This is an optimization exercise on Yosys and OpenROAD, whose aim is small area, a short achievable clock period and few clock cycles, not a production implementation.
In this exercise RTL edits were held to simulation tests only and were not proved equivalent to the original.
Power and IR drop assume default switching activity.

[design/flow/standard.sh]
#!/bin/bash
# synth_recipe.tcl (not shown) runs the flow's synth.tcl, then flattens the netlist and writes it again
# the make line also repeats each setting of config.mk as NAME=value (left out here)
make -C /OpenROAD-flow-scripts/flow DESIGN_CONFIG=/design/flow/config.mk WORK_HOME=/design/flow/orfs CLKGATE_MAP_FILE= SYNTH_SCRIPT=/design/flow/synth_recipe.tcl "${@:-finish}"
[design/flow/constraint.sdc]
create_clock -name core_clock -period 10.0 [get_ports {clk}]
set_input_delay 2.0000 -clock core_clock [delete_from_list [all_inputs] [get_ports {clk}]]
set_output_delay 2.0000 -clock core_clock [all_outputs]
set_load 0.01 [all_outputs]
[design/flow/design.v]
module Register #(N = 16)
(
    input   logic           Clk, Reset,
    input   logic           Load,
    input   logic   [N-1:0] In,
    output  logic   [N-1:0] Out
);
    logic   [N-1:0] Next;
    always_ff @(posedge Clk) begin
        Out <= Next;
    end
    always_comb begin
        Next = Out;
        if (Reset)
            Next = {N{1'b0}};
        else if (Load)
            Next = In;
    end
endmodule
module RShiftRegister #(N = 16)
(
    input   logic           Clk, Reset,
    input   logic           Load,
    input   logic           ShiftEnable,
    input   logic           ShiftIn,
    input   logic   [N-1:0] In,
    output  logic           ShiftOut,
    output  logic   [N-1:0] Out
);
    logic   [N-1:0] Next;
    always_ff @(posedge Clk) begin
        Out <= Next;
    end
    always_comb begin
        Next = Out;
        if (Reset)
            Next = {N{1'b0}};
        else if (Load)
            Next = In;
        else if (ShiftEnable)
            Next = { ShiftIn, Out[N-1:1] };
    end
    assign ShiftOut = Out[0];
endmodule
module Mux_2to1 #(N = 16)
(
    input   logic           Select,
    input   logic   [N-1:0] In0, In1,
    output  logic   [N-1:0] Out
);
    always_comb begin
        case (Select)
            1'b0:   Out = In0;
            1'b1:   Out = In1;
        endcase
    end
endmodule
module Mux_4to1 #(N = 16)
(
    input   logic   [1:0]   Select,
    input   logic   [N-1:0] In0, In1, In2, In3,
    output  logic   [N-1:0] Out
);
    always_comb begin
        case (Select)
            2'b00:  Out = In0;
            2'b01:  Out = In1;
            2'b10:  Out = In2;
            2'b11:  Out = In3;
        endcase
    end
endmodule
module Mux_8to1 #(N = 16)
(
    input   logic   [2:0]   Select,
    input   logic   [N-1:0] In0, In1, In2, In3, In4, In5, In6, In7,
    output  logic   [N-1:0] Out
);
    always_comb begin
        case (Select)
            3'b000: Out = In0;
            3'b001: Out = In1;
            3'b010: Out = In2;
            3'b011: Out = In3;
            3'b100: Out = In4;
            3'b101: Out = In5;
            3'b110: Out = In6;
            3'b111: Out = In7;
        endcase
    end
endmodule
module DeMux_1to8 #(N = 16)
(
    input   logic   [2:0]   Select,
    input   logic   [N-1:0] In,
    output  logic   [N-1:0] Out0, Out1, Out2, Out3, Out4, Out5, Out6, Out7
);
    always_comb begin
        Out0 = {N{1'b0}};
        Out1 = {N{1'b0}};
        Out2 = {N{1'b0}};
        Out3 = {N{1'b0}};
        Out4 = {N{1'b0}};
        Out5 = {N{1'b0}};
        Out6 = {N{1'b0}};
        Out7 = {N{1'b0}};
        case (Select)
            3'b000: Out0 = In;
            3'b001: Out1 = In;
            3'b010: Out2 = In;
            3'b011: Out3 = In;
            3'b100: Out4 = In;
            3'b101: Out5 = In;
            3'b110: Out6 = In;
            3'b111: Out7 = In;
        endcase
    end
endmodule
module MuxOneHot_5to1 #(N = 16)
(
    input   logic   [4:0]   Select,
    input   logic   [N-1:0] In0, In1, In2, In3, In4,
    output  logic   [N-1:0] Out
);
    always_comb begin
        unique case (Select)
            5'b00001:   Out = In0;
            5'b00010:   Out = In1;
            5'b00100:   Out = In2;
            5'b01000:   Out = In3;
            5'b10000:   Out = In4;
            default:    Out = {N{1'b0}};
        endcase
    end
endmodule
module ALU
(
    input   logic   [1:0]   Fn,
    input   logic   [15:0]  A, B,
    output  logic   [15:0]  Out
);
    always_comb begin
        case (Fn)
            2'b00:  Out = A + B;     
            2'b01:  Out = A & B;     
            2'b10:  Out = ~A;        
            2'b11:  Out = A;         
        endcase
    end
endmodule
module RegisterFile
(
    input   logic           Clk, Reset,
    input   logic           LD_REG,              
    input   logic   [2:0]   DR, SR1, SR2,        
    input   logic   [15:0]  In,                  
    output  logic   [15:0]  SR1_Out, SR2_Out     
);
    logic           R0_Ld,  R1_Ld,  R2_Ld,  R3_Ld,  R4_Ld,  R5_Ld,  R6_Ld,  R7_Ld;
    logic   [15:0]  R0_In,  R1_In,  R2_In,  R3_In,  R4_In,  R5_In,  R6_In,  R7_In;
    logic   [15:0]  R0_Out, R1_Out, R2_Out, R3_Out, R4_Out, R5_Out, R6_Out, R7_Out;
    Register        _R0(.Clk(Clk), .Reset(Reset), .In(R0_In), .Out(R0_Out), .Load(R0_Ld));
    Register        _R1(.Clk(Clk), .Reset(Reset), .In(R1_In), .Out(R1_Out), .Load(R1_Ld));
    Register        _R2(.Clk(Clk), .Reset(Reset), .In(R2_In), .Out(R2_Out), .Load(R2_Ld));
    Register        _R3(.Clk(Clk), .Reset(Reset), .In(R3_In), .Out(R3_Out), .Load(R3_Ld));
    Register        _R4(.Clk(Clk), .Reset(Reset), .In(R4_In), .Out(R4_Out), .Load(R4_Ld));
    Register        _R5(.Clk(Clk), .Reset(Reset), .In(R5_In), .Out(R5_Out), .Load(R5_Ld));
    Register        _R6(.Clk(Clk), .Reset(Reset), .In(R6_In), .Out(R6_Out), .Load(R6_Ld));
    Register        _R7(.Clk(Clk), .Reset(Reset), .In(R7_In), .Out(R7_Out), .Load(R7_Ld));
    DeMux_1to8      _DRSelect
    (
        .In(In),
        .Out0(R0_In),
        .Out1(R1_In),
        .Out2(R2_In),
        .Out3(R3_In),
        .Out4(R4_In),
        .Out5(R5_In),
        .Out6(R6_In),
        .Out7(R7_In),
        .Select(DR)
    );
    DeMux_1to8 #(1) _LDSelect
    (
        .In(LD_REG),
        .Out0(R0_Ld),
        .Out1(R1_Ld),
        .Out2(R2_Ld),
        .Out3(R3_Ld),
        .Out4(R4_Ld),
        .Out5(R5_Ld),
        .Out6(R6_Ld),
        .Out7(R7_Ld),
        .Select(DR)
    );
    Mux_8to1        _SR1_OutMux
    (
        .In0(R0_Out),
        .In1(R1_Out),
        .In2(R2_Out),
        .In3(R3_Out),
        .In4(R4_Out),
        .In5(R5_Out),
        .In6(R6_Out),
        .In7(R7_Out),
        .Out(SR1_Out),
        .Select(SR1)
    );
    Mux_8to1        _SR2_OutMux
    (
        .In0(R0_Out),
        .In1(R1_Out),
        .In2(R2_Out),
        .In3(R3_Out),
        .In4(R4_Out),
        .In5(R5_Out),
        .In6(R6_Out),
        .In7(R7_Out),
        .Out(SR2_Out),
        .Select(SR2)
    );
endmodule
module Multiplier
(
    input   logic           Clk, Reset,
    input   logic           Run,
    input   logic   [7:0]   A, B,
    output  logic           Ready,
    output  logic   [15:0]  Out
);
    logic   [8:0]   Sum;             
    logic   [8:0]   MUL;             
    logic   [7:0]   A_Out, B_Out;    
    logic   [8:0]   A_Out_SEXT;      
    logic   [7:0]   AMUX_Out;        
    logic           A0;              
    logic           X;               
    logic           M;               
    logic           LD_A;            
    logic           LD_B;            
    logic           LD_MUL;          
    logic           LD_X;            
    logic           CLR_A;           
    logic           SH;              
    logic           AMUX;            
    logic           ADDMUX;          
    assign LD_X = M & LD_A;          
    assign AMUX = M;                 
    assign Out = { A_Out, B_Out };   
    RShiftRegister #(8) _A
    (
        .Clk(Clk),
        .Reset(Reset | CLR_A),   
        .In(AMUX_Out),
        .Out(A_Out),
        .Load(LD_A),             
        .ShiftIn(X),
        .ShiftOut(A0),
        .ShiftEnable(SH)
    );
    RShiftRegister #(8) _B
    (
        .Clk(Clk),
        .Reset(Reset),
        .In(B),
        .Out(B_Out),
        .Load(LD_B),             
        .ShiftIn(A0),
        .ShiftOut(M),
        .ShiftEnable(SH)
    );
    Register #(9)       _MUL
    (
        .Clk(Clk),
        .Reset(Reset),
        .In({ {1{A[7]}}, A }),    
        .Out(MUL),
        .Load(LD_MUL)
    );
    Register #(1)       _X
    (
        .Clk(Clk),
        .Reset(Reset | CLR_A),   
        .In(Sum[8]),
        .Out(X),
        .Load(LD_X)
    );
    Mux_2to1 #(8)       _AMUX
    (
        .In0(A_Out),
        .In1(Sum[7:0]),
        .Out(AMUX_Out),
        .Select(AMUX)
    );
    assign A_Out_SEXT = { {1{A_Out[7]}}, A_Out };    
    Mux_2to1 #(9)       _ADDMUX
    (
        .In0(A_Out_SEXT + MUL),  
        .In1(A_Out_SEXT - MUL),  
        .Out(Sum),
        .Select(ADDMUX)
    );
    logic   [3:0]   Counter, Counter_Next;
    logic           Done;
    enum logic [1:0]
    {
        Wait,
        Load,
        Multiply,
        Halt
    } State, Next_State;
    always_ff @(posedge Clk) begin
        if (Reset) begin
            Counter <= 4'h0;
            State <= Wait;
        end
        else begin
            Counter <= Counter_Next;
            State <= Next_State;
        end
    end
    always_comb begin
        Next_State = State;
        case (State)
            Wait:       Next_State = (Run) ? Load : Wait;
            Load:       Next_State = Multiply;
            Multiply:   Next_State = (Done) ? Halt : Multiply;
            Halt:       Next_State = Wait;
        endcase
    end
    always_comb begin
        CLR_A = 1'b0;
        LD_A = 1'b0;
        LD_B = 1'b0;
        LD_MUL = 1'b0;
        ADDMUX = 1'b0;
        SH = 1'b0;
        Ready = 1'b0;
        Done = 1'b0;
        Counter_Next = Counter;
        case (State)
            Wait: begin
            end
            Load: begin
                CLR_A = 1'b1;
                LD_B = 1'b1;
                LD_MUL = 1'b1;
                Counter_Next = 4'h0;
            end
            Multiply: begin
                if (Counter == 4'hE) begin
                    ADDMUX = 1'b1;
                end
                if (Counter == 4'hF) begin
                    Done = 1'b1;
                    SH = 1'b1;
                end
                else begin
                    Counter_Next = Counter + 4'h1;
                    if (Counter % 2 == 0)
                        LD_A = 1'b1;
                    else
                        SH = 1'b1;
                end
            end
            Halt: begin
                Ready = 1'b1;
            end
        endcase
    end
endmodule
module Datapath
(
    input   logic           Clk, Reset,
    input   logic   [15:0]  In,                                                   
    input   logic           LD_MAR, LD_MDR, LD_IR, LD_BEN, LD_REG, LD_CC, LD_PC,  
    input   logic           GatePC, GateMDR, GateMUL, GateALU, GateMARMUX,        
    input   logic           ADDR1MUX,                                             
    input   logic   [1:0]   ADDR2MUX, PCMUX, DRMUX, SR1MUX,                       
    input   logic           SR2MUX, MARMUX,                                       
    input   logic   [1:0]   ALUK,                                                 
    input   logic           MIO_EN,                                               
    input   logic           MUL_EN,                                               
    output  logic   [15:0]  Out,                                                  
    output  logic   [15:0]  Address,                                              
    output  logic           MUL_R,                                                
    output  logic           BEN,                                                  
    output  logic           IR_5,                                                 
	output  logic           IR_11,												  
    output  logic   [3:0]   IR_15_12,                                             
    output  logic   [15:0]  PC, IR,  
    input   logic   [15:0]  PC_In    
);
    logic   [15:0]  Bus;                                 
    logic   [3:0]   Gate;                                
    logic   [15:0]  MAR, MDR ;                    
    logic   [2:0]   SR1MUX_Out, DRMUX_Out;               
    logic   [15:0]  SR2MUX_Out;                          
    logic   [15:0]  MARMUX_Out, MDRMUX_Out, PCMUX_Out;   
    logic   [15:0]  ADDR1MUX_Out, ADDR2MUX_Out;          
    logic   [15:0]  ALU;                                 
    logic   [15:0]  MUL;                                 
    logic   [15:0]  SR1, SR2;                            
    logic           BEN_In;                              
    logic           N, Z, P;                             
    logic           N_In, Z_In, P_In;                    
    assign IR_5     = IR[5];
	assign IR_11	= IR[11];
    assign IR_15_12 = IR[15:12];
    assign Out      = MDR;                               
    assign Address  = MAR;                               
    assign N_In = Bus[15];
    assign Z_In = (Bus == 16'h0000) ? 1'b1 : 1'b0;
    assign P_In = ~N_In & ~Z_In;
    assign BEN_In = (IR[11] & N) | (IR[10] & Z) | (IR[9] & P);
    Register        _MAR
    (
        .Clk(Clk),
        .Reset(Reset),
        .In(Bus),
        .Out(MAR),
        .Load(LD_MAR)
    );
    Register        _MDR
    (
        .Clk(Clk),
        .Reset(Reset),
        .In(MDRMUX_Out),
        .Out(MDR),
        .Load(LD_MDR)
    );
    Register        _IR
    (
        .Clk(Clk),
        .Reset(Reset),
        .In(Bus),
        .Out(IR),
        .Load(LD_IR)
    );
    Register        _PC
    (
        .Clk(Clk),
        .Reset(Reset),
        .In(PCMUX_Out),
        .Out(PC),
        .Load(LD_PC)
    );
    Register #(1)   _BEN
    (
        .Clk(Clk),
        .Reset(Reset),
        .In(BEN_In),
        .Out(BEN),
        .Load(LD_BEN)
    );
    Register #(1)   _N
    (
        .Clk(Clk),
        .Reset(Reset),
        .In(N_In),
        .Out(N),
        .Load(LD_CC)
    );
    Register #(1)   _Z
    (
        .Clk(Clk),
        .Reset(Reset),
        .In(Z_In),
        .Out(Z),
        .Load(LD_CC)
    );
    Register #(1)   _P
    (
        .Clk(Clk),
        .Reset(Reset),
        .In(P_In),
        .Out(P),
        .Load(LD_CC)
    );
    RegisterFile    _GenPurposeRegs
    (
        .Clk(Clk),
        .Reset(Reset),
        .In(Bus),
        .LD_REG(LD_REG),
        .DR(DRMUX_Out),
        .SR1(SR1MUX_Out),
        .SR2(IR[2:0]),
        .SR1_Out(SR1),
        .SR2_Out(SR2)
    );
    ALU             _ALU
    (
        .A(SR1),
        .B(SR2MUX_Out),
        .Fn(ALUK),
        .Out(ALU)
    );
    Multiplier      _MUL
    (
        .Clk(Clk),
        .Reset(Reset),
        .A(SR1[7:0]),
        .B(SR2MUX_Out[7:0]),
        .Out(MUL),
        .Run(MUL_EN),
        .Ready(MUL_R)
    );
    Mux_4to1 #(3)   _DRMUX
    (
        .In0(IR[11:9]),
        .In1(3'b111),
        .In2(3'b110),
        .In3(3'b000),    
        .Out(DRMUX_Out),
        .Select(DRMUX)
    );
    Mux_4to1 #(3)   _SR1MUX
    (
        .In0(IR[11:9]),
        .In1(IR[8:6]),
        .In2(3'b110),
        .In3(3'b000),    
        .Out(SR1MUX_Out),
        .Select(SR1MUX)
    );
    Mux_2to1        _SR2MUX
    (
        .In0(SR2),
        .In1({ {11{IR[4]}}, IR[4:0] }),  
        .Out(SR2MUX_Out),
        .Select(SR2MUX)
    );
    Mux_4to1        _PCMUX
    (
        .In0(PC + 16'd1),
        .In1(Bus),
        .In2(ADDR1MUX_Out + ADDR2MUX_Out),
        .In3(PC_In),      
        .Out(PCMUX_Out),
        .Select(PCMUX)
    );
    Mux_2to1        _ADDR1MUX
    (
        .In0(PC),
        .In1(SR1),
        .Out(ADDR1MUX_Out),
        .Select(ADDR1MUX)
    );
    Mux_4to1        _ADDR2MUX
    (
        .In0(16'h0000),
        .In1({ {10{IR[ 5]}}, IR[ 5:0] }),    
        .In2({ { 7{IR[ 8]}}, IR[ 8:0] }),    
        .In3({ { 5{IR[10]}}, IR[10:0] }),    
        .Out(ADDR2MUX_Out),
        .Select(ADDR2MUX)
    );
    Mux_2to1        _MARMUX
    (
        .In0({ {8{1'b0}}, IR[7:0] }),        
        .In1(ADDR1MUX_Out + ADDR2MUX_Out),
        .Out(MARMUX_Out),
        .Select(MARMUX)
    );
    Mux_2to1        _MDRMUX
    (
        .In0(Bus),
        .In1(In),
        .Out(MDRMUX_Out),
        .Select(MIO_EN)
    );
    MuxOneHot_5to1  _GateMux
    (
        .In0(MARMUX_Out),
        .In1(ALU),
        .In2(MUL),
        .In3(MDR),
        .In4(PC),
        .Out(Bus),
        .Select({ GatePC, GateMDR, GateMUL, GateALU, GateMARMUX })
    );
endmodule
module ControlUnit
(
    input   logic           Clk, Reset,
    input   logic           Run, Continue, Step,
    input   logic           DoHalt,
    input   logic           MUL_R,
    input   logic           BEN,
    input   logic           IR_5,
    input   logic           IR_11,
    input   logic   [3:0]   IR_15_12,
    output  logic           LD_MAR, LD_MDR, LD_IR, LD_BEN, LD_REG, LD_CC, LD_PC,
    output  logic           GatePC, GateMDR, GateMUL, GateALU, GateMARMUX,
    output  logic           ADDR1MUX,
    output  logic   [1:0]   ADDR2MUX, PCMUX, DRMUX, SR1MUX,
    output  logic           SR2MUX, MARMUX,
    output  logic   [1:0]   ALUK,
    output  logic           MIO_EN, R_W,
    output  logic           MUL_EN,
    output  logic           Halted, Paused, InvalidOp,   
    output  logic   [3:0]   Opcode   
);
    assign Opcode = IR_15_12;
    assign SR2MUX = IR_5;
    enum logic [7:0]
    {
        State_00        = 8'd0,
        State_01        = 8'd1,
        State_02        = 8'd2,
        State_03        = 8'd3,
        State_04        = 8'd4,
        State_05        = 8'd5,
        State_06        = 8'd6,
        State_07        = 8'd7,
        State_09        = 8'd9,
        State_10        = 8'd10,
        State_11        = 8'd11,
        State_12        = 8'd12,
        State_13        = 8'd013,
        State_13_nR     = 8'd113,
        State_13_R      = 8'd213,
        State_14        = 8'd14,
        State_15        = 8'd15,
        State_16_nR1    = 8'd016,    
        State_16_nR2    = 8'd116,
        State_16_R      = 8'd216,    
        State_18        = 8'd18,
        State_20        = 8'd20,
        State_21        = 8'd21,
        State_22        = 8'd22,
        State_23        = 8'd23,
        State_24_nR1    = 8'd024,
        State_24_nR2    = 8'd124,
        State_24_R      = 8'd224,
        State_25_nR1    = 8'd025,
        State_25_nR2    = 8'd125,
        State_25_R      = 8'd225,
        State_26        = 8'd26,
        State_27        = 8'd27,
        State_28_nR1    = 8'd028,
        State_28_nR2    = 8'd128,
        State_28_R      = 8'd228,
        State_29_nR1    = 8'd029,
        State_29_nR2    = 8'd129,
        State_29_R      = 8'd229,
        State_30        = 8'd30,
        State_31        = 8'd31,
        State_32        = 8'd32,
        State_33_nR1    = 8'd033,
        State_33_nR2    = 8'd133,
        State_33_R      = 8'd233,
        State_35        = 8'd35,
        INVALID         = 8'd253,
        START           = 8'd254,
        HALT            = 8'd255
    } State, Next_State;
    always_ff @(posedge Clk) begin
        if (Reset || DoHalt)
            State <= HALT;
        else
            State <= Next_State;
    end
    always_comb begin
        Next_State = State;      
        case (State)
            State_18:       Next_State = State_33_nR1;
            State_33_nR1:   Next_State = State_33_nR2;
            State_33_nR2:   Next_State = State_33_R;
            State_33_R:     Next_State = State_35;
            State_35: begin
                if (Step && ~Continue)
                    Next_State = State_35;
                else
                    Next_State = State_32;
            end
            State_32: begin
                if (Step && Continue)
                    Next_State = State_32;
                else begin
                    case (Opcode)
                        4'b0000:    Next_State = State_00;       
                        4'b0001:    Next_State = State_01;       
                        4'b0010:    Next_State = State_02;       
                        4'b0011:    Next_State = State_03;       
                        4'b0100:    Next_State = State_04;       
                        4'b0101:    Next_State = State_05;       
                        4'b0110:    Next_State = State_06;       
                        4'b0111:    Next_State = State_07;       
                        4'b1001:    Next_State = State_09;       
                        4'b1010:    Next_State = State_10;       
                        4'b1011:    Next_State = State_11;       
                        4'b1100:    Next_State = State_12;       
                        4'b1101:    Next_State = State_13;       
                        4'b1110:    Next_State = State_14;       
                        4'b1111:    Next_State = State_15;       
                        default:    Next_State = INVALID;        
                    endcase
                end
            end
            State_00:       Next_State = (BEN) ? State_22 : State_18;    
            State_22:       Next_State = State_18;
            State_01:       Next_State = State_18;
            State_02:       Next_State = State_25_nR1;
            State_03:       Next_State = State_23;
            State_04:       Next_State = (IR_11) ? State_21 : State_20;  
            State_20:       Next_State = State_18;
            State_21:       Next_State = State_18;
            State_05:       Next_State = State_18;
            State_06:       Next_State = State_25_nR1;
            State_07:       Next_State = State_23;
            State_09:       Next_State = State_18;
            State_10:       Next_State = State_24_nR1;
            State_24_nR1:   Next_State = State_24_nR2;
            State_24_nR2:   Next_State = State_24_R;
            State_24_R:     Next_State = State_26;
            State_26:       Next_State = State_25_nR1;
            State_11:       Next_State = State_29_nR1;
            State_29_nR1:   Next_State = State_29_nR2;
            State_29_nR2:   Next_State = State_29_R;
            State_29_R:     Next_State = State_31;
            State_31:       Next_State = State_23;
            State_12:       Next_State = State_18;
            State_13:       Next_State = State_13_nR;
            State_13_nR:    Next_State = (MUL_R) ? State_13_R : State_13_nR;
            State_13_R:     Next_State = State_18;
            State_14:       Next_State = State_18;
            State_15:       Next_State = State_28_nR1;
            State_28_nR1:   Next_State = State_28_nR2;
            State_28_nR2:   Next_State = State_28_R;
            State_28_R:     Next_State = State_30;
            State_30:       Next_State = State_18;
            State_23:       Next_State = State_16_nR1;
            State_16_nR1:   Next_State = State_16_nR2;
            State_16_nR2:   Next_State = State_16_R;
            State_16_R:     Next_State = State_18;
            State_25_nR1:   Next_State = State_25_nR2;
            State_25_nR2:   Next_State = State_25_R;
            State_25_R:     Next_State = State_27;
            State_27:       Next_State = State_18;
            INVALID: begin
                if (Continue)
                    Next_State = HALT;
                else
                    Next_State = INVALID;
            end
            START: begin
                if (~Run)
                    Next_State = State_18;
                else
                    Next_State = START;
            end
            HALT: begin
                if (Run)
                    Next_State = START;
                else
                    Next_State = HALT;
            end
        endcase
    end
    always_comb begin
        LD_MAR      = 1'b0;
        LD_MDR      = 1'b0;
        LD_IR       = 1'b0;
        LD_BEN      = 1'b0;
        LD_REG      = 1'b0;
        LD_CC       = 1'b0;
        LD_PC       = 1'b0;
        GatePC      = 1'b0;
        GateMDR     = 1'b0;
        GateMUL     = 1'b0;
        GateALU     = 1'b0;
        GateMARMUX  = 1'b0;
        ADDR1MUX    = 1'b0;
        ADDR2MUX    = 2'b00;
        PCMUX       = 2'b00;
        DRMUX       = 2'b00;
        SR1MUX      = 2'b00;
        MARMUX      = 1'b0;
        ALUK        = 2'b00;
        MIO_EN      = 1'b0;
        R_W         = 1'b0;
        MUL_EN      = 1'b0;
        Halted      = 1'b0;
        Paused      = 1'b0;
        InvalidOp   = 1'b0;
        case (State)
            State_18: begin 
                GatePC = 1'b1;       
                LD_MAR = 1'b1;       
                PCMUX = 2'b00;       
                LD_PC = 1'b1;        
            end
            State_33_nR1:
                MIO_EN = 1'b1;       
            State_33_nR2:
                MIO_EN = 1'b1;       
            State_33_R: begin 
                MIO_EN = 1'b1;       
                LD_MDR = 1'b1;       
            end
            State_35: begin 
                GateMDR = 1'b1;      
                LD_IR = 1'b1;        
                Paused = 1'b1;
            end
            State_32:
                LD_BEN = 1'b1;       
            State_00: begin
            end
            State_22: begin
                ADDR1MUX = 1'b0;
                ADDR2MUX = 2'b10;
                PCMUX = 2'b10;
                LD_PC = 1'b1;
            end
            State_01: begin
                DRMUX = 2'b00;
                SR1MUX = 2'b01;
                ALUK = 2'b00;
                GateALU = 1'b1;
                LD_REG = 1'b1;
                LD_CC = 1'b1;
            end
            State_02: begin
                ADDR1MUX = 1'b0;
                ADDR2MUX = 2'b10;
                MARMUX = 1'b1;
                GateMARMUX = 1'b1;
                LD_MAR = 1'b1;
            end
            State_03: begin
                ADDR1MUX = 1'b0;
                ADDR2MUX = 2'b10;
                MARMUX = 1'b1;
                GateMARMUX = 1'b1;
                LD_MAR = 1'b1;
            end
            State_04: begin
                DRMUX = 2'b01;
                GatePC = 1'b1;
                LD_REG = 1'b1;
            end
            State_20: begin
                SR1MUX = 2'b01;
                ADDR1MUX = 1'b1;
                ADDR2MUX = 2'b00;
                PCMUX = 2'b10;
                LD_PC = 1'b1;
            end
            State_21: begin
                PCMUX = 2'b10;
                ADDR1MUX = 1'b0;
                ADDR2MUX = 2'b11;
                LD_PC = 1'b1;
            end
            State_05: begin
                DRMUX = 2'b00;
                SR1MUX = 2'b01;
                ALUK = 2'b01;
                GateALU = 1'b1;
                LD_REG = 1'b1;
                LD_CC = 1'b1;
            end
            State_06: begin
                SR1MUX = 2'b01;
                ADDR1MUX = 1'b1;
                ADDR2MUX = 2'b01;
                MARMUX = 1'b1;
                GateMARMUX = 1'b1;
                LD_MAR = 1'b1;
            end
            State_07: begin
                SR1MUX = 2'b01;
                ADDR1MUX = 1'b1;
                ADDR2MUX = 2'b01;
                MARMUX = 1'b1;
                GateMARMUX = 1'b1;
                LD_MAR = 1'b1;
            end
            State_09: begin
                DRMUX = 2'b00;
                SR1MUX = 2'b01;
                ALUK = 2'b10;
                GateALU = 1'b1;
                LD_REG = 1'b1;
                LD_CC = 1'b1;
            end
            State_10: begin
                ADDR1MUX = 1'b0;
                ADDR2MUX = 2'b10;
                MARMUX = 1'b1;
                GateMARMUX = 1'b1;
                LD_MAR = 1'b1;
            end
            State_24_nR1: begin
                MIO_EN = 1'b1;
            end
            State_24_nR2: begin
                MIO_EN = 1'b1;
            end
            State_24_R: begin
                MIO_EN = 1'b1;
                LD_MDR = 1'b1;
            end
            State_26: begin
                GateMDR = 1'b1;
                LD_MAR = 1'b1;
            end
            State_11: begin
                ADDR1MUX = 1'b0;
                ADDR2MUX = 2'b10;
                MARMUX = 1'b1;
                GateMARMUX = 1'b1;
                LD_MAR = 1'b1;
            end
            State_29_nR1: begin
                MIO_EN = 1'b1;
            end
            State_29_nR2: begin
                MIO_EN = 1'b1;
            end
            State_29_R: begin
                MIO_EN = 1'b1;
                LD_MDR = 1'b1;
            end
            State_31: begin
                LD_MAR = 1'b1;
                GateMDR = 1'b1;
            end
            State_12: begin
                SR1MUX = 2'b01;
                ADDR1MUX = 1'b1;
                ADDR2MUX = 2'b00;
                PCMUX = 2'b10;
                LD_PC = 1'b1;
            end
            State_13: begin
                SR1MUX = 2'b01;
                MUL_EN = 1'b1;
            end
            State_13_nR: begin
                SR1MUX = 2'b01;
            end
            State_13_R: begin
                DRMUX = 2'b00;
                GateMUL = 1'b1;
                LD_REG = 1'b1;
                LD_CC = 1'b1;
            end
            State_14: begin
                DRMUX = 2'b00;
                ADDR1MUX = 1'b0;
                ADDR2MUX = 2'b10;
                MARMUX = 1'b1;
                GateMARMUX = 1'b1;
                LD_REG = 1'b1;
                LD_CC = 1'b1;
            end
            State_15: begin
                MARMUX = 1'b0;
                GateMARMUX = 1'b1;
                LD_MAR = 1'b1;
            end
            State_28_nR1: begin
                MIO_EN = 1'b1;
                DRMUX = 2'b01;
                GatePC = 1'b1;
                LD_REG = 1'b1;
            end
            State_28_nR2: begin
                MIO_EN = 1'b1;
                DRMUX = 2'b01;
                GatePC = 1'b1;
                LD_REG = 1'b1;
            end
            State_28_R: begin
                MIO_EN = 1'b1;
                DRMUX = 2'b01;
                GatePC = 1'b1;
                LD_REG = 1'b1;
                LD_MDR = 1'b1;
            end
            State_30: begin
                GateMDR = 1'b1;
                PCMUX = 2'b01;
                LD_PC = 1'b1;
            end
            State_23: begin
                SR1MUX = 2'b00;
                ALUK = 2'b11;
                GateALU = 1'b1;
                LD_MDR = 1'b1;
            end
            State_16_nR1: begin
                MIO_EN = 1'b1;
                R_W = 1'b1;
            end
            State_16_nR2: begin
                MIO_EN = 1'b1;
                R_W = 1'b1;
            end
            State_16_R: begin
                MIO_EN = 1'b0;
                R_W = 1'b0;
            end
            State_25_nR1: begin
                MIO_EN = 1'b1;
            end
            State_25_nR2: begin
                MIO_EN = 1'b1;
            end
            State_25_R: begin
                MIO_EN = 1'b1;
                LD_MDR = 1'b1;
            end
            State_27: begin
                GateMDR = 1'b1;
                LD_REG = 1'b1;
                LD_CC = 1'b1;
            end
            INVALID:
                InvalidOp = 1'b1;
            HALT: begin
                Halted = 1'b1;
                PCMUX = 2'b11;   
                LD_PC = 1'b1;
                LD_CC = 1'b1;
            end
        endcase
    end
endmodule
module MemoryControlUnit
(
    input   logic           Clk, Reset,
    input   logic           MIO_EN,
    input   logic           R_W,
    input   logic   [15:0]  Address,
    input   logic   [15:0]  Data_FromSRAM,
    input   logic   [15:0]  Data_FromCPU,
    input   logic   [15:0]  Data_FromKeyboard,
    input   logic           Keypress,
    input   logic           DisplayReady,
    output  logic           DisplayWE,
    output  logic           Mem_CE, Mem_OE, Mem_WE,
    output  logic           Mem_LB, Mem_UB,
    output  logic           DoHalt,
    output  logic   [15:0]  Data_ToSRAM,
    output  logic   [15:0]  Data_ToCPU,
    output  logic   [15:0]  Data_ToVideo
);
    logic           LD_KBSR;
    logic           LD_DDR;
    logic           LD_DSR;
    logic           CLR_KBSR;
    logic           CLR_DSR;
    logic   [15:0]  KBDR, KBSR;
    logic   [15:0]  DDR, DSR;
    logic           DisplayWE_Out;
    assign LD_KBSR = Keypress && Data_FromKeyboard != 16'h0000;
    assign LD_DSR = DisplayReady;
    logic   [1:0]   INMUX;
    assign Data_ToSRAM = Data_FromCPU;
    assign Data_ToVideo = DDR;
    assign Mem_CE = 1'b1;
    assign Mem_LB = 1'b1;
    assign Mem_UB = 1'b1;
    always_ff @(posedge Clk) begin
        if (Reset)
            DisplayWE <= 1'b0;
        else
            DisplayWE <= DisplayWE_Out;
    end
    always_comb begin
        CLR_KBSR        = 1'b0;
        CLR_DSR         = 1'b0;
        LD_DDR          = 1'b0;
        INMUX           = 2'b00;
        Mem_OE          = 1'b0;
        Mem_WE          = 1'b0;
        DisplayWE_Out   = 1'b0;
        DoHalt          = 1'b0;
        unique case (Address)
            16'hFE00: begin
                if (MIO_EN) begin
                    INMUX = 2'b01;
                end
            end
            16'hFE02: begin
                if (MIO_EN && !R_W) begin
                    INMUX = 2'b10;
                    CLR_KBSR = 1'b1;
                end
            end
            16'hFE04: begin
                if (MIO_EN && !R_W) begin
                    INMUX = 2'b11;
                end
            end
            16'hFE06: begin
                if (MIO_EN && R_W) begin
                    LD_DDR = 1'b1;
                    CLR_DSR = 1'b1;
                    DisplayWE_Out = 1'b1;
                end
            end
            16'hFFFF: begin
                if (MIO_EN && R_W)
                    DoHalt = 1'b1;
            end
            default : begin
                if (MIO_EN) begin
                    if (R_W)
                        Mem_WE = 1'b1;
                    else begin
                        Mem_OE = 1'b1;
                        INMUX = 2'b00;
                    end
                end
            end
        endcase
    end
    Register        _KBDR
    (
        .Clk(Clk),
        .Reset(Reset),
        .In(Data_FromKeyboard),
        .Out(KBDR),
        .Load(~KBSR[15])
    );
    Register        _KBSR
    (
        .Clk(Clk),
        .Reset(Reset | CLR_KBSR),
        .In(16'h8000),
        .Out(KBSR),
        .Load(LD_KBSR)
    );
    Register        _DDR
    (
        .Clk(Clk),
        .Reset(Reset),
        .In(Data_FromCPU),
        .Out(DDR),
        .Load(LD_DDR)
    );
    Register        _DSR
    (
        .Clk(Clk),
        .Reset(Reset | CLR_DSR),
        .In(16'h8000),
        .Out(DSR),
        .Load(LD_DSR)
    );
    Mux_4to1        _INMUX
    (
        .In0(Data_FromSRAM),
        .In1(KBSR),
        .In2(KBDR),
        .In3(DSR),
        .Out(Data_ToCPU),
        .Select(INMUX)
    );
endmodule
module Synchronizer #(N = 1)
(
    input   logic           Clk,
    input   logic   [N-1:0] In,
    output  logic   [N-1:0] Out
);
    always_ff @(posedge Clk) begin
        Out <= In;
    end
endmodule
module elc3_core
(
    input   logic           clk,
    input   logic           reset,
    input   logic           run,
    input   logic           cont,
    input   logic           step,
    input   logic   [15:0]  start_pc,
    output  logic           halted,
    output  logic           paused,
    output  logic           invalid_op,
    output  logic   [15:0]  pc,
    output  logic   [15:0]  ir,
    output  logic   [15:0]  mem_addr,
    output  logic           mem_oe,
    output  logic           mem_we,
    output  logic   [15:0]  mem_wdata,
    input   logic   [15:0]  mem_rdata,
    input   logic   [7:0]   key_data,
    input   logic           key_valid,
    input   logic           disp_ready,
    output  logic           disp_we,
    output  logic   [7:0]   disp_data
);
    logic s_halt, s_f, s_e, s_p, s_ml, s_ms, s_mi, s_mt, s_inv;
    logic n_halt, n_f, n_e, n_p, n_ml, n_ms, n_mi, n_mt, n_inv;
    logic [15:0] PC, A, IR, WD;
    logic [7:0][15:0] R;
    logic N, Z, P;
    assign P = ~N & ~Z;
    logic [2:0] pdr;         
    logic       pst;         
    logic       oe, we, dwe, haltf;
    logic [1:0] rsel;        
    logic io_hi, io_kbsr, io_kbdr, io_dsr, io_ddr, io_halt, io_any;
    assign io_hi   = A[15:9] == 7'h7F;
    assign io_kbsr = io_hi & A[8:0] == 9'h000;
    assign io_kbdr = io_hi & A[8:0] == 9'h002;
    assign io_dsr  = io_hi & A[8:0] == 9'h004;
    assign io_ddr  = io_hi & A[8:0] == 9'h006;
    assign io_halt = io_hi & A[8:0] == 9'h1FF;
    assign io_any  = io_hi & ((A[8:3] == 6'd0 & ~A[0]) | A[8:0] == 9'h1FF);
    assign oe    = ~s_ms & ~io_any;
    assign we    = s_ms & ~io_any;
    assign dwe   = s_ms & io_ddr;
    assign haltf = io_halt;
    assign rsel  = io_kbdr ? 2'd2 : io_dsr ? 2'd3 : (io_kbsr | io_ddr | io_halt) ? 2'd1 : 2'd0;
    logic       kbsr, dsr;
    assign halted     = s_halt;
    assign paused     = s_p;
    assign invalid_op = s_inv;
    assign pc         = PC;
    assign ir         = IR;
    assign mem_addr   = A;
    assign mem_oe     = oe;
    assign mem_we     = we;
    assign mem_wdata  = WD;
    assign disp_we    = dwe;
    assign disp_data  = WD[7:0];
    logic [15:0] mem_in;
    always_comb begin
        case (rsel)
            2'd0: mem_in = mem_rdata;
            2'd1: mem_in = {kbsr, 15'd0};
            2'd2: mem_in = {8'd0, key_data};
            default: mem_in = {dsr, 15'd0};
        endcase
    end
    logic [3:0] op;
    assign op = IR[15:12];
    logic o_br, o_add, o_ld, o_st, o_jsr, o_and, o_ldr, o_str, o_rti, o_not,
          o_ldi, o_sti, o_jmp, o_mul, o_lea, o_trap;
    assign o_br   = op == 4'd0;
    assign o_add  = op == 4'd1;
    assign o_ld   = op == 4'd2;
    assign o_st   = op == 4'd3;
    assign o_jsr  = op == 4'd4;
    assign o_and  = op == 4'd5;
    assign o_ldr  = op == 4'd6;
    assign o_str  = op == 4'd7;
    assign o_rti  = op == 4'd8;
    assign o_not  = op == 4'd9;
    assign o_ldi  = op == 4'd10;
    assign o_sti  = op == 4'd11;
    assign o_jmp  = op == 4'd12;
    assign o_mul  = op == 4'd13;
    assign o_lea  = op == 4'd14;
    assign o_trap = op == 4'd15;
    logic [2:0]  sr2a;       
    logic [15:0] sr1, sr2, op2;
    assign sr1  = R[IR[8:6]];
    assign sr2  = R[sr2a];
    assign op2  = IR[5] ? {{11{IR[4]}}, IR[4:0]} : sr2;
    logic        pd_base_sr1, pd_sr2;
    logic [15:0] base, offs, immv, sum;
    logic [3:0]  pd_imm;     
    assign immv = ({16{pd_imm[0]}} & {{11{IR[4]}}, IR[4:0]}) |
                  ({16{pd_imm[1]}} & {{10{IR[5]}}, IR[5:0]}) |
                  ({16{pd_imm[2]}} & {{7{IR[8]}}, IR[8:0]}) |
                  ({16{pd_imm[3]}} & {{5{IR[10]}}, IR[10:0]});
    assign offs = pd_sr2 ? sr2 : immv;
    assign base = pd_base_sr1 ? sr1 : PC;
    add16 u_add (.a(base), .b(offs), .s(sum));
    logic [15:0] a_xor_b, a_or_b;
    assign a_xor_b = base ^ offs;
    assign a_or_b  = base | offs;
    logic [1:0]  mcnt;
    logic        mlast;
    logic [2:0]  mdig;
    logic        b_one, b_two, b_neg;
    logic [9:0]  mh, mpp, mhn;
    logic [15:0] prod;
    assign mlast = mcnt == 2'd3;
    always_comb begin
        case (mcnt)
            2'd0: mdig = {op2[1:0], 1'b0};
            2'd1: mdig = op2[3:1];
            2'd2: mdig = op2[5:3];
            default: mdig = op2[7:5];
        endcase
    end
    assign b_one = mdig[1] ^ mdig[0];
    assign b_two = (mdig[2] & ~mdig[1] & ~mdig[0]) | (~mdig[2] & mdig[1] & mdig[0]);
    assign b_neg = mdig[2] & ~(mdig[1] & mdig[0]);
    assign mh    = (mcnt == 2'd0) ? 10'd0 : WD[15:6];
    assign mpp   = ((b_one ? {{2{sr1[7]}}, sr1[7:0]} : 10'd0) |
                    (b_two ? {sr1[7], sr1[7:0], 1'b0} : 10'd0)) ^ {10{b_neg}};
    add10 u_madd (.a(mh), .b(mpp), .cin(b_neg), .s(mhn));
    assign prod  = {mhn, WD[5:0]};
    logic [15:0] eres, andv;
    logic        sel_sum, sel_and, sel_not, sel_mul, sel_pc, sel_ld;
    assign andv    = sr1 & op2;
    assign sel_ld  = s_ml & ~reset;
    assign sel_and = s_e & o_and & ~reset;
    assign sel_not = s_e & o_not & ~reset;
    assign sel_mul = s_e & o_mul & ~reset;
    assign sel_pc  = s_e & (o_jsr | o_trap) & ~reset;
    assign sel_sum = s_e & (o_add | o_lea) & ~reset;
    assign eres = ({16{sel_and}} & andv) | ({16{sel_not}} & ~sr1) |
                  ({16{sel_mul}} & prod) | ({16{sel_pc}} & PC);
    logic z_sum, z_oth;
    assign z_sum = &(~(a_xor_b ^ {a_or_b[14:0], 1'b0}));    
    assign z_oth = ~|(eres | ({16{sel_ld}} & mem_in));
    logic ben;
    assign ben = (IR[11] & N) | (IR[10] & Z) | (IR[9] & P);
    logic e_mem, e_redirect, e_wr, e_cc;
    assign e_mem      = o_ld | o_st | o_ldr | o_str | o_ldi | o_sti;
    assign e_redirect = (o_br & ben) | o_jmp | (o_jsr & (IR[11] | IR[8:6] != 3'd7));
    assign e_wr       = o_add | o_and | o_not | o_mul | o_lea | o_jsr | o_trap;
    assign e_cc       = o_add | o_and | o_not | o_mul | o_lea;
    logic        wr_en, cc_en;
    logic [2:0]  wr_a;
    logic [15:0] wr_d;
    assign wr_en = (s_e & e_wr & (~o_mul | mlast)) | s_ml;
    assign cc_en = (s_e & e_cc & (~o_mul | mlast)) | s_ml;
    assign wr_a  = s_ml ? pdr : ((o_jsr | o_trap) ? 3'd7 : IR[11:9]);
    assign wr_d  = eres | ({16{sel_ld}} & mem_in) | ({16{sel_sum}} & sum);
    logic [15:0] PC1;
    inc16 u_inc (.a(PC), .s(PC1));
    logic [15:0] nA, nPC;
    logic refetch;
    logic a_start, a_pc1, a_sum, a_pc, a_min, a_vect, a_hold;
    assign refetch = A == PC;
    assign a_start = s_halt;
    assign a_pc1   = (s_f & ~run) | s_ml | (s_ms & ~haltf & ~refetch) |
                     (s_e & ~o_rti & ~o_trap & ~e_mem & ~e_redirect & (~o_mul | mlast));
    assign a_sum   = s_e & ~o_rti & ~o_trap & (e_mem | e_redirect);
    assign a_pc    = s_ms & ~haltf & refetch;
    assign a_min   = s_mi | s_mt;
    assign a_vect  = s_e & o_trap;
    assign a_hold  = ~(a_start | a_pc1 | a_sum | a_pc | a_min | a_vect);
    assign nPC = ({16{a_start}} & start_pc) | ({16{a_pc1}} & PC1) |
                 ({16{a_sum & e_redirect}} & sum) | ({16{s_mt}} & mem_in);
    assign nA = ({16{a_start}} & start_pc) | ({16{a_pc1}} & PC1) | ({16{a_sum}} & sum) |
                ({16{a_pc}} & PC) | ({16{a_min}} & mem_in) | ({16{a_vect}} & {8'd0, IR[7:0]}) |
                ({16{a_hold}} & A);
    logic        ld_ir, ld_pc;
    always_comb begin
        n_halt = 1'b0; n_f = 1'b0; n_e = 1'b0; n_p = 1'b0; n_ml = 1'b0;
        n_ms = 1'b0; n_mi = 1'b0; n_mt = 1'b0; n_inv = 1'b0;
        ld_ir = 1'b0;
        ld_pc = 1'b0;
        if (s_halt) begin
            ld_pc = 1'b1;
            if (run) n_f = 1'b1; else n_halt = 1'b1;
        end
        if (s_f) begin
            ld_ir = 1'b1;
            if (run) n_f = 1'b1;
            else begin
                ld_pc = 1'b1;
                if (step) n_p = 1'b1; else n_e = 1'b1;
            end
        end
        if (s_p) begin
            if (cont) n_e = 1'b1; else n_p = 1'b1;
        end
        if (s_e) begin
            if (o_rti) n_inv = 1'b1;
            else if (o_trap) begin
                n_mt = 1'b1;
            end else if (e_mem) begin
                ld_ir = 1'b1;
                if (o_ldi | o_sti) n_mi = 1'b1;
                else if (o_ld | o_ldr) n_ml = 1'b1;
                else n_ms = 1'b1;
            end else if (e_redirect) begin
                ld_pc = 1'b1;
                n_f = 1'b1;
            end else if (o_mul & ~mlast) begin
                n_e = 1'b1;
            end else begin
                ld_pc = 1'b1; ld_ir = 1'b1;
                if (step) n_p = 1'b1; else n_e = 1'b1;
            end
        end
        if (s_ml) begin
            ld_pc = 1'b1;
            if (step) n_p = 1'b1; else n_e = 1'b1;
        end
        if (s_ms) begin
            if (haltf) n_halt = 1'b1;
            else if (refetch) begin
                n_f = 1'b1;      
            end else begin
                ld_pc = 1'b1;
                if (step) n_p = 1'b1; else n_e = 1'b1;
            end
        end
        if (s_mi) begin
            if (pst) n_ms = 1'b1; else n_ml = 1'b1;
        end
        if (s_mt) begin
            ld_pc = 1'b1;
            n_f = 1'b1;
        end
        if (s_inv) begin
            if (cont) n_halt = 1'b1; else n_inv = 1'b1;
        end
    end
    always_ff @(posedge clk) begin
        if (reset) begin
            s_halt <= 1'b1; s_f <= 1'b0; s_e <= 1'b0; s_p <= 1'b0; s_ml <= 1'b0;
            s_ms <= 1'b0; s_mi <= 1'b0; s_mt <= 1'b0; s_inv <= 1'b0;
        end else begin
            s_halt <= n_halt; s_f <= n_f; s_e <= n_e; s_p <= n_p; s_ml <= n_ml;
            s_ms <= n_ms; s_mi <= n_mi; s_mt <= n_mt; s_inv <= n_inv;
        end
        A <= nA;
        if (ld_pc) PC <= nPC;
        if (ld_ir) begin
            IR   <= mem_in;
            sr2a <= (mem_in[13] & mem_in[12]) ? mem_in[11:9] : mem_in[2:0];
            pd_sr2 <= mem_in[15:12] == 4'd1 && !mem_in[5];
            pd_imm[0] <= mem_in[15:12] == 4'd1;
            pd_imm[1] <= mem_in[15:12] == 4'd6 || mem_in[15:12] == 4'd7;
            pd_imm[2] <= mem_in[15:12] != 4'd1 && mem_in[15:12] != 4'd6 &&
                         mem_in[15:12] != 4'd7 && mem_in[15:12] != 4'd4 &&
                         mem_in[15:12] != 4'd12;
            pd_imm[3] <= mem_in[15:12] == 4'd4 && mem_in[11];
            pd_base_sr1 <= mem_in[15:12] == 4'd1 || mem_in[15:12] == 4'd6 ||
                           mem_in[15:12] == 4'd7 || mem_in[15:12] == 4'd12 ||
                           (mem_in[15:12] == 4'd4 && !mem_in[11]);
        end
        if (s_e & e_mem) begin
            pdr <= IR[11:9];
            pst <= o_sti;
        end
        if (s_e & e_mem)
            WD <= sr2;
        else if (s_e & o_mul)
            WD <= {mhn[9], mhn[9], mhn[9:2], mhn[1:0], WD[5:2]};
        mcnt <= (s_e & o_mul) ? mcnt + 2'd1 : 2'd0;
    end
    always_ff @(posedge clk) begin
        if (s_halt) begin
            N <= 1'b0; Z <= 1'b1;
        end else if (cc_en) begin
            N <= wr_d[15];
            Z <= sel_sum ? z_sum : z_oth;
        end
    end
    logic [15:0] wr_d0;
    assign wr_d0 = wr_d;     
    genvar gi;
    generate
        for (gi = 0; gi < 8; gi++) begin : g_r
            always_ff @(posedge clk)
                if (reset | (wr_en & wr_a == gi)) R[gi] <= wr_d0;
        end
    endgenerate
    always_ff @(posedge clk) begin
        if (reset | (s_mi | s_ml | s_mt | s_f | s_e) & rsel == 2'd2)
            kbsr <= 1'b0;
        else if (key_valid && key_data != 8'd0)
            kbsr <= 1'b1;
        if (reset | dwe)
            dsr <= 1'b0;
        else if (disp_ready)
            dsr <= 1'b1;
    end
endmodule
module add16
(
    input   logic   [15:0]  a, b,
    output  logic   [15:0]  s
);
    logic [15:0] g0, p0, g1, p1, g2, p2, g3, p3, g4;
    assign g0 = a & b;
    assign p0 = a ^ b;
    assign g1 = g0 | (p0 & {g0[14:0], 1'b0});
    assign p1 = p0 & {p0[14:0], 1'b0};
    assign g2 = g1 | (p1 & {g1[13:0], 2'b0});
    assign p2 = p1 & {p1[13:0], 2'b0};
    assign g3 = g2 | (p2 & {g2[11:0], 4'b0});
    assign p3 = p2 & {p2[11:0], 4'b0};
    assign g4 = g3 | (p3 & {g3[7:0], 8'b0});
    assign s  = p0 ^ {g4[14:0], 1'b0};
endmodule
module add10
(
    input   logic   [9:0]   a, b,
    input   logic           cin,
    output  logic   [9:0]   s
);
    logic [10:0] g0, p0, g1, p1, g2, p2, g3, p3, g4;
    assign g0 = {a & b, cin};
    assign p0 = {a ^ b, 1'b0};
    assign g1 = g0 | (p0 & {g0[9:0], 1'b0});
    assign p1 = p0 & {p0[9:0], 1'b0};
    assign g2 = g1 | (p1 & {g1[8:0], 2'b0});
    assign p2 = p1 & {p1[8:0], 2'b0};
    assign g3 = g2 | (p2 & {g2[6:0], 4'b0});
    assign p3 = p2 & {p2[6:0], 4'b0};
    assign g4 = g3 | (p3 & {g3[2:0], 8'b0});
    assign s  = p0[10:1] ^ g4[9:0];
endmodule
module inc16
(
    input   logic   [15:0]  a,
    output  logic   [15:0]  s
);
    logic [15:0] c1, c2, c4, c8;
    assign c1 = {a[14:0], 1'b1};
    assign c2 = c1 & {c1[14:0], 1'b1};
    assign c4 = c2 & {c2[13:0], 2'b11};
    assign c8 = c4 & {c4[11:0], 4'hF};
    assign s  = a ^ (c8 & {c8[7:0], 8'hFF});
endmodule
[design/flow/flow/run.sh]
#!/bin/bash
set -euo pipefail
export SETUP_SLACK_MARGIN=5.6
export BUFFER_PORTS_ARGS="-buffer_cell sky130_fd_sc_hd__buf_2"
bash standard.sh > standard.log 2>&1
[design/flow/config.mk]
export PLATFORM = sky130hd
export DESIGN_NAME = elc3_core
export DESIGN_NICKNAME = elc3_core
export VERILOG_FILES = /design/flow/design.v
export SDC_FILE = /design/flow/constraint.sdc
export NUM_CORES = 4
export LEC_CHECK = 0
export ABC_AREA = 1
export CAP_MARGIN = 20
export CORE_MARGIN = 2
export CORE_UTILIZATION = 40
export CTS_BUF_LIST = sky130_fd_sc_hd__clkbuf_8
export PLACE_DENSITY = 0.6
export SLEW_MARGIN = 20
export TNS_END_PERCENT = 100
==> results of run 1 <==
-- state kept, by name, summed over array words and instances (netlist names), 3 cells and up --
name,cells
R,128
A,16
PC,16
IR,16
sr2a,3
WD,16
pd_imm,4
pdr,3
-- final timing paths --
kind	slack, ps	to	cells past startpoint
setup / recovery	5720	Z	17
hold / removal	470	kbsr	2
setup reg to reg	5720	Z	17
hold reg to reg	470	kbsr	2
-- cell families (layout without fill, tap and decap cells) --
family | Yosys count | count (layout) | share of synthesized area
DFF | 220 | 220 | 0.4252
buffers and inverters | 389 | 563 | 0.1074
adders and majority gates | 46 | 46 | 0.03938
AOI/OAI and AO/OA | 472 | 472 | 0.1878
xor gates and xnor gates | 41 | 41 | 0.02425
and+or+nand+nor | 748 | 748 | 0.2159
-- power by group through the flow --
stage | sequential [mW] | combinational (mW) | clock [mW]
5_1_grt | 1.11 | 0.761 | 0.900
2_1_floorplan | 1.11 | 0.399 | 0
3_3_place_gp | 1.12 | 0.603 | 0
6_report | 1.10 | 0.707 | 0.845
3_5_place_dp | 1.12 | 0.607 | 0
4_1_cts | 1.10 | 0.628 | 0.856
-- tightest hold or removal path, stage by stage, from the launching register on --
cell      delay (ps)
dfxtp_1          310
inv_1             50
a221oi_1          60
-- Yosys cell counts (all sizes together) (2+ instances only) --
cell,instances,area share
a21boi,2,0.0010
o211ai,34,0.018
o21ai,185,0.064
a21oi,154,0.053
o2111ai,9,0.0053
nand3,147,0.053
a32oi,8,0.0047
dfxtp,31,0.042
xnor2,10,0.0059
a211oi,9,0.0046
edfxtp,189,0.38
a2111oi,2,0.0012
or2,4,0.0017
nand4,7,0.0030
buf,47,0.021
o22ai,17,0.0072
nor3b,2,0.0010
o221ai,16,0.0095
clkinv,2,0.00051
nor4,6,0.0034
clkbuf,38,0.0096
nand2,400,0.10
o31ai,5,0.0029
a32o,2,0.0014
inv,302,0.077
a221oi,7,0.0041
nand3b,3,0.0015
a31oi,2,0.00084
ha,45,0.038
nor2,156,0.041
a2bb2oi,2,0.0012
a22oi,9,0.0046
o21bai,5,0.0028
xor2,31,0.018
nor3,22,0.0074
o41ai,2,0.0012
-- routing by layer --
| layer | vias to the layer above | part of all wire | wire [microns] | GRT usage |
|---|---|---|---|---|
| li1 | 6780 | - | - | - |
| met1 | 6911 | 0.43 | 24340 | 0.4050 |
| met2 | 883 | 0.43 | 24220 | 0.4215 |
| met3 | 134 | 0.11 | 6264 | 0.05390 |
| met4 | 0 | 0.035 | 2002 | 0.1072 |
| met5 | - | 0 | 0 | 0 |
-- final cells by class --
class / count / area [sq um] / area share
clock inverter: 28 / 170.2 / 0.009728
timing repair inverter: 1 / 6.256 / 0.0003577
clock buffer: 44 / 605.6 / 0.03462
timing repair buffer: 186 / 1330 / 0.07604
tap: 468 / 585.6 / 0.03348
sequential: 220 / 6296 / 0.3599
inverter: 304 / 1226 / 0.07010
multi-input combinational: 1307 / 7272 / 0.4157
-- through the flow --
stage / area (sq um) / util / setup WS (ps) / power, mW / hold WS, ps
2_1_floorplan: 14810 / - / 6183 / 1.510 / 433.2
3_3_place_gp: 15800 / 0.4326 / 4703 / 1.722 / 444.7
3_5_place_dp: 15810 / 0.4328 / 4563 / 1.727 / 462.0
4_1_cts: 16840 / 0.4610 / 5612 / 2.586 / 474.1
5_1_grt: 17490 / 0.4789 / 5537 / 2.771 / 526.7
6_report: 17490 / 0.4789 / 5722 / 2.657 / 471.9
-- repair_timing --
action,in CTS,in global routing
gates cloned,1,8
pin swaps,1,21
hold endpoints to repair,0,0
gates resized for setup,50,80
buffers inserted,7,20
setup endpoints to repair,132,89
==> impl_metrics.json, run 1 <==
{
  "hp-class": "flop to flop",
  "p_clk_frac": 0.318,
  "total_leakage_power_nw": 7.771,
  "grt_pass1_vias": 13470,
  "vias": 14710,
  "peakVddDrop_mv": 0.08278,
  "tightestPinTransition_ps": 1108,
  "htree_num_levels": 2,
  "synth-edff-count": 189,
  "drt_iter0_markers": 1728,
  "start_kind": "flop",
  "finalHoldViolations": 0,
  "powerDensity_mw_per_mm2": 151.9,
  "clk_pin_slew_ps": 70,
  "design.core.area_sq_mm": 0.03652,
  "swShare": 0.3441,
  "stdcell_count": 2558,
  "dp_cells": 2450,
  "antenna_cells": 0,
  "power.switching_mw": 0.9142,
  "cts_buffer_depth": 3,
  "firstDrtPassIters": 5,
  "ys_seq_elements": 220,
  "dieArea_sq_mm": 0.03857,
  "cp_common_cell": "nand2_1",
  "synth_flop_cell": "edfxtp_1",
  "period_needed_ps": 4278,
  "wl_per_cell_microns": 22.22,
  "fin_skew_ps": 26.40,
  "portBuffers": 124,
  "die_h_microns": 196.4,
  "cts_tree": "yes",
  "cp-end-kind": "flop",
  "drive_above_1_share": 0.1727,
  "drc": 0,
  "path_max_fanout": 16,
  "rr_startpoint": "IR[6]",
  "die_w_microns": 196.4,
  "finalWirelength_microns": 56830,
  "cts_root_buffer": "clkbuf_8",
  "floorplan.initialDensity": 0.4054,
  "slew_headroom": 0.2538,
  "layout_common_cells": "nand2_1 (370), inv_1 (297), edfxtp_1 (189), o21ai_0 (153), nor2_1 (146)",
  "final_common_cell": "nand2_1",
  "synth_async_sr_flop_share": 0,
  "internal_power_mw": 1.743,
  "track_usage": 0.2822,
  "period_share": 0.4278,
  "synthesis.nets": 2009,
  "cp_slowest_stage_delay_ps": 850,
  "ys_seq_area_frac": 0.4252,
  "pwr-share-seq": 0.416,
  "syn_avg_cell_area_sq_um": 7.728,
  "fmax_mhz": 233.8,
  "status": "timing/DRC/antenna clean",
  "yosys_warnings": 1,
  "nFillCells": 3541,
  "nets": 2153,
  "cp_top_family": "compound AO/OA/AOI/OAI gates",
  "grt_pass1_wl_microns": 81450,
  "comb_power_share": 0.266,
  "rows": 70,
  "cts_buffers": 40,
  "worst-path-buf-inv": 2,
  "top_level_ports": 125,
  "syn-cell-area_sq_mm": 0.01481,
  "ant_nets": 0,
  "dp_hpwl_microns": 39930,
  "antenna_found_initial": 1,
  "area_delta_synth_final_pct": 18.13,
  "clk-insertion-delay-late_ps": 580,
  "cts_hold_buffers": 0,
  "worstPathCellList": "clkbuf_16 -> buf_4 -> a21oi_1 -> o21ai_0 -> nand3_1 -> nand2_2 -> o21ai_0 -> ha_2 -> nand2_1 -> o211ai_1 -> a2111oi_0 -> nand4_1 -> nor2_1 -> nand3_1 -> nand2_1 -> nand2_1 -> nand2_1",
  "grt_max_degree": 76,
  "hp-start": "kbsr",
  "crit_arrival_ps": 4790,
  "avgViaCountPerCell": 5.750,
  "syn_inst": 1916,
  "synthDistinctLibCells": 60,
  "worst-setup-path-type": "flop to flop",
  "setup_tns_ps": 0,
  "required_ps": 10510,
  "max_cap_viol_count": 0,
  "worstSetupStartpoint": "IR[6]",
  "overflow": 0,
  "setup_viol": 0,
  "slowest_stage": "a2111oi_0",
  "gp_congestion": 0.9681,
  "drv_slew": 0,
  "cts.sinks": 220,
  "rsz0062_at_grt": "true"
}
Testbench counts, summed over its fixed seeds: cycles 232,092.
==> inputs of run 2 (changes only) <==
==> design/flow/flow/run.sh (replaced) <==
#!/bin/bash
set -euo pipefail
export SETUP_SLACK_MARGIN=5.3
export BUFFER_PORTS_ARGS="-buffer_cell sky130_fd_sc_hd__buf_2"
bash standard.sh > standard.log 2>&1
--- a/design/flow/config.mk
+++ b/design/flow/config.mk
@@ -9,7 +9,7 @@
 export CAP_MARGIN = 20
 export CORE_MARGIN = 2
 export CORE_UTILIZATION = 40
-export CTS_BUF_LIST = sky130_fd_sc_hd__clkbuf_8
+export CTS_BUF_LIST = sky130_fd_sc_hd__clkbuf_4
 export PLACE_DENSITY = 0.6
 export SLEW_MARGIN = 20
 export TNS_END_PERCENT = 100
==> run 2 against run 1 <==
Against the previous run: flip-flop and latch count did not move; clock power rose by 0.9%; worst setup slack got worse by 200 ps; global-route usage fell by 0.11 points; synthesized cell count did not move; sequential power barely moved; synthesized area did not move; die area did not move; critical path type unchanged; highest routed layer unchanged.
==> impl_metrics.json, run 2 <==
{
  "cp_top_family": "compound AO/OA/AOI/OAI gates",
  "syn_avg_cell_area_sq_um": 7.728,
  "largest_reg_flops": 128,
  "avgViaCountPerCell": 5.721,
  "vias": 14730,
  "peakVddDrop_mv": 0.07550,
  "yosys_warnings": 1,
  "synth_flop_cell": "edfxtp_1",
  "path_max_fanout": 13,
  "synth_top_area_frac": 0.3833,
  "finalWirelength_microns": 55790,
  "grt_pass1_vias": 13590,
  "cp-end-kind": "flop",
  "ys_seq_area_frac": 0.4252,
  "syn_inst": 1916,
  "portBuffers": 124,
  "cts_tree": "yes",
  "worst-path-buf-inv": 3,
  "synthDistinctLibCells": 60,
  "worstPathCellList": "a21oi_1 -> inv_1 -> a21oi_1 -> inv_1 -> a21oi_1 -> a21oi_1 -> ha_1 -> inv_2 -> nor3_1 -> nand2_1 -> o211ai_1 -> a21oi_1 -> o21ai_1 -> a21boi_2 -> o21ai_1 -> nand2_1 -> nand2_1 -> a21oi_1 -> xor2_2 -> nand2_1 -> nand2_2",
  "design.core.area_sq_mm": 0.03652,
  "synth_most_common_cell": "nand2_1",
  "stdcell_count": 2575,
  "nets": 2154,
  "drc": 0,
  "synth_area_leaders": "edfxtp_1 (38%), nand2_1 (9.8%), inv_1 (7.4%)",
  "htree_num_levels": 2,
  "top_level_ports": 125,
  "max_cap_viol_count": 0,
  "powerDensity_mw_per_mm2": 153.7,
  "ant_nets": 0,
  "synth_top_area_cell": "edfxtp_1",
  "fmax_mhz": 223.1,
  "finalHoldViolations": 0,
  "cts_root_buffer": "clkbuf_4",
  "worst-setup-path-type": "flop to flop",
  "rows": 70,
  "period_share": 0.4481,
  "die_h_microns": 196.4,
  "rr_worst_depth": 21,
  "synth_async_sr_flop_share": 0,
  "power_mw": 2.610,
  "ys_seq_elements": 220,
  "rsz0062_at_grt": "false",
  "status": "timing/DRC/antenna clean",
  "hp-start": "kbsr",
  "grt_max_degree": 93,
  "cts_buffers": 60,
  "cts.sinks": 220,
  "timing.final.ws_setup_ps": 5519,
  "drv_slew": 0,
  "cts_buffer_depth": 3,
  "largest_register": "R",
  "clk_pin_slew_ps": 80,
  "slew_headroom": 0.2696,
  "regToRegSetupSlack_ps": 5520,
  "clk-insertion-delay-late_ps": 770,
  "hp-class": "flop to flop",
  "die_w_microns": 196.4,
  "slowest_stage": "edfxtp_1",
  "hold_end": "kbsr",
  "layout_common_cells": "nand2_1 (380), inv_1 (286), edfxtp_1 (189), o21ai_0 (154), a21oi_1 (150)",
  "gp_congestion": 0.9681,
  "dp_hpwl_microns": 39930,
  "firstDrtPassIters": 5,
  "drt_iter0_markers": 1769,
  "synth-edff-count": 189,
  "path_depth": 21,
  "period_needed_ps": 4481,
  "place_ws_ps": 4563,
  "tightestPinTransition_ps": 1084,
  "dieArea_sq_mm": 0.03857,
  "wl_per_cell_microns": 21.67,
  "grt_pass1_wl_microns": 81360,
  "rr_startpoint": "pd_sr2",
  "cp_common_cell": "a21oi_1",
  "cts_hold_buffers": 0,
  "setup_viol": 0,
  "drive_above_1_share": 0.1667,
  "hold_depth": 2,
  "total_leakage_power_nw": 7.613,
  "setup_tns_ps": 0,
  "floorplan.initialDensity": 0.4054,
  "required_ps": 10550,
  "cp_slowest_stage_delay_ps": 630,
  "r2r_end": "R[31]",
  "dp_cells": 2450,
  "crit_arrival_ps": 5040,
  "syn-cell-area_sq_mm": 0.01481,
  "track_usage": 0.2811,
  "final_common_cell": "nand2_1",
  "fin_skew_ps": 46.44,
  "area_delta_synth_final_pct": 14.71,
  "overflow": 0,
  "yosys-top-cells-count": "nand2_1 (388), inv_1 (291), edfxtp_1 (189), o21ai_0 (172), a21oi_1 (152)",
  "synthesis.nets": 2009,
  "antenna_found_initial": 2,
  "start_kind": "flop"
}
==> run 2: how the worst max path moves through the flow <==
stage,startpoint,to
after floorplan,sr2a[0],R[111]
after global placement,sr2a[0],R[108]
after detailed placement,sr2a[0],R[60]
after CTS,sr2a[0],R[111]
after global routing,sr2a[0],R[31]
final,pd_sr2,R[31]
==> run 2: cell families after synthesis <==
| logic type | Yosys count | synth area share |
|---|---|---|
| AOI/OAI and AO/OA | 472 | 0.1878 |
| and+or+nand+nor | 748 | 0.2159 |
| DFF | 220 | 0.4252 |
| buffers and inverters | 389 | 0.1074 |
| adders and majority gates | 46 | 0.03938 |
| xor gates and xnor gates | 41 | 0.02425 |
==> run 2: repair_timing <==
| item | CTS | global route |
|---|---|---|
| endpoints found under the setup margin | 99 | 89 |
| pin swaps | 0 | 2 |
| gates resized for setup | 22 | 53 |
| gates cloned | 0 | 5 |
| buffers inserted | 3 | 9 |
==> run 2: final cells by class <==
cell class                      count  area (sq um)
Fill cell                        3633         19540
Multi-Input combinational cell   1307          7039
Sequential cell                   220          6296
Inverter                          304          1202
Timing Repair Buffer              168          1070
Clock buffer                       94         705.7
Tap cell                          468         585.6
Clock inverter                     13         83.83
Antenna cell                        1         2.502
==> run 2: tightest hold or removal path: stages, from the launching register on <==
cell	delay (ps)
dfxtp_1	310
inv_1	50
a221oi_1	60
==> run 2: where the power goes <==
part,leakage [nW],internal [mW],switching (mW)
sequential,2.16,1.05,0.0529
combinational,4.98,0.205,0.449
clock,0.475,0.449,0.404
==> run 2: stage by stage <==
step / hold slack, ps / area (sq um) / util
finish: 472.1 / 16990 / 0.4651
global route: 514.8 / 16990 / 0.4651
CTS: 474.7 / 16700 / 0.4572
detailed placement: 462.0 / 15810 / 0.4328
global placement: 444.7 / 15800 / 0.4326
floorplan: 433.2 / 14810 / -
==> run 2: per-layer routing <==
metal  vias up  track usage  routed length, microns
met5         -            0                       0
met4         0       0.1002                    1678
met3       113      0.05715                    5875
met2       856       0.4198                   24190
met1      6949       0.4037                   24050
li1       6813            -                       -

re-timing with driven ports:
No port has a modelled driver above. Below, the same layouts with a new extraction and two added sets of constraints. Step 1 (the two cells are an assumption about what drives the block):
set clk [get_ports {clk}]
set_driving_cell -lib_cell sky130_fd_sc_hd__clkbuf_16 $clk
set_driving_cell -lib_cell sky130_fd_sc_hd__buf_2 [delete_from_list [all_inputs] $clk]
Step 2, shift: input delay + t, output delay - t, t = (earliest + latest rising clock arrival at the registers) / 2. This alone moves slack from input paths to output paths. a / b / c = ideal / step 1 / step 2; a / b = the first two.
run | t (ns) | slack for setup (ns) | latest minus earliest clock arrival (ns)
run 1 | 0.620 | 5.722 / 5.722 / 5.235 | 0.026 / 0.026
run 2 | 0.793 | 5.519 / 5.519 / 5.039 | 0.047 / 0.046
After both steps setup and hold are still met in every run listed. The setup slack of run 1, which loses most, moves by 0.000 ns with the drivers and by -0.487 ns with both steps.
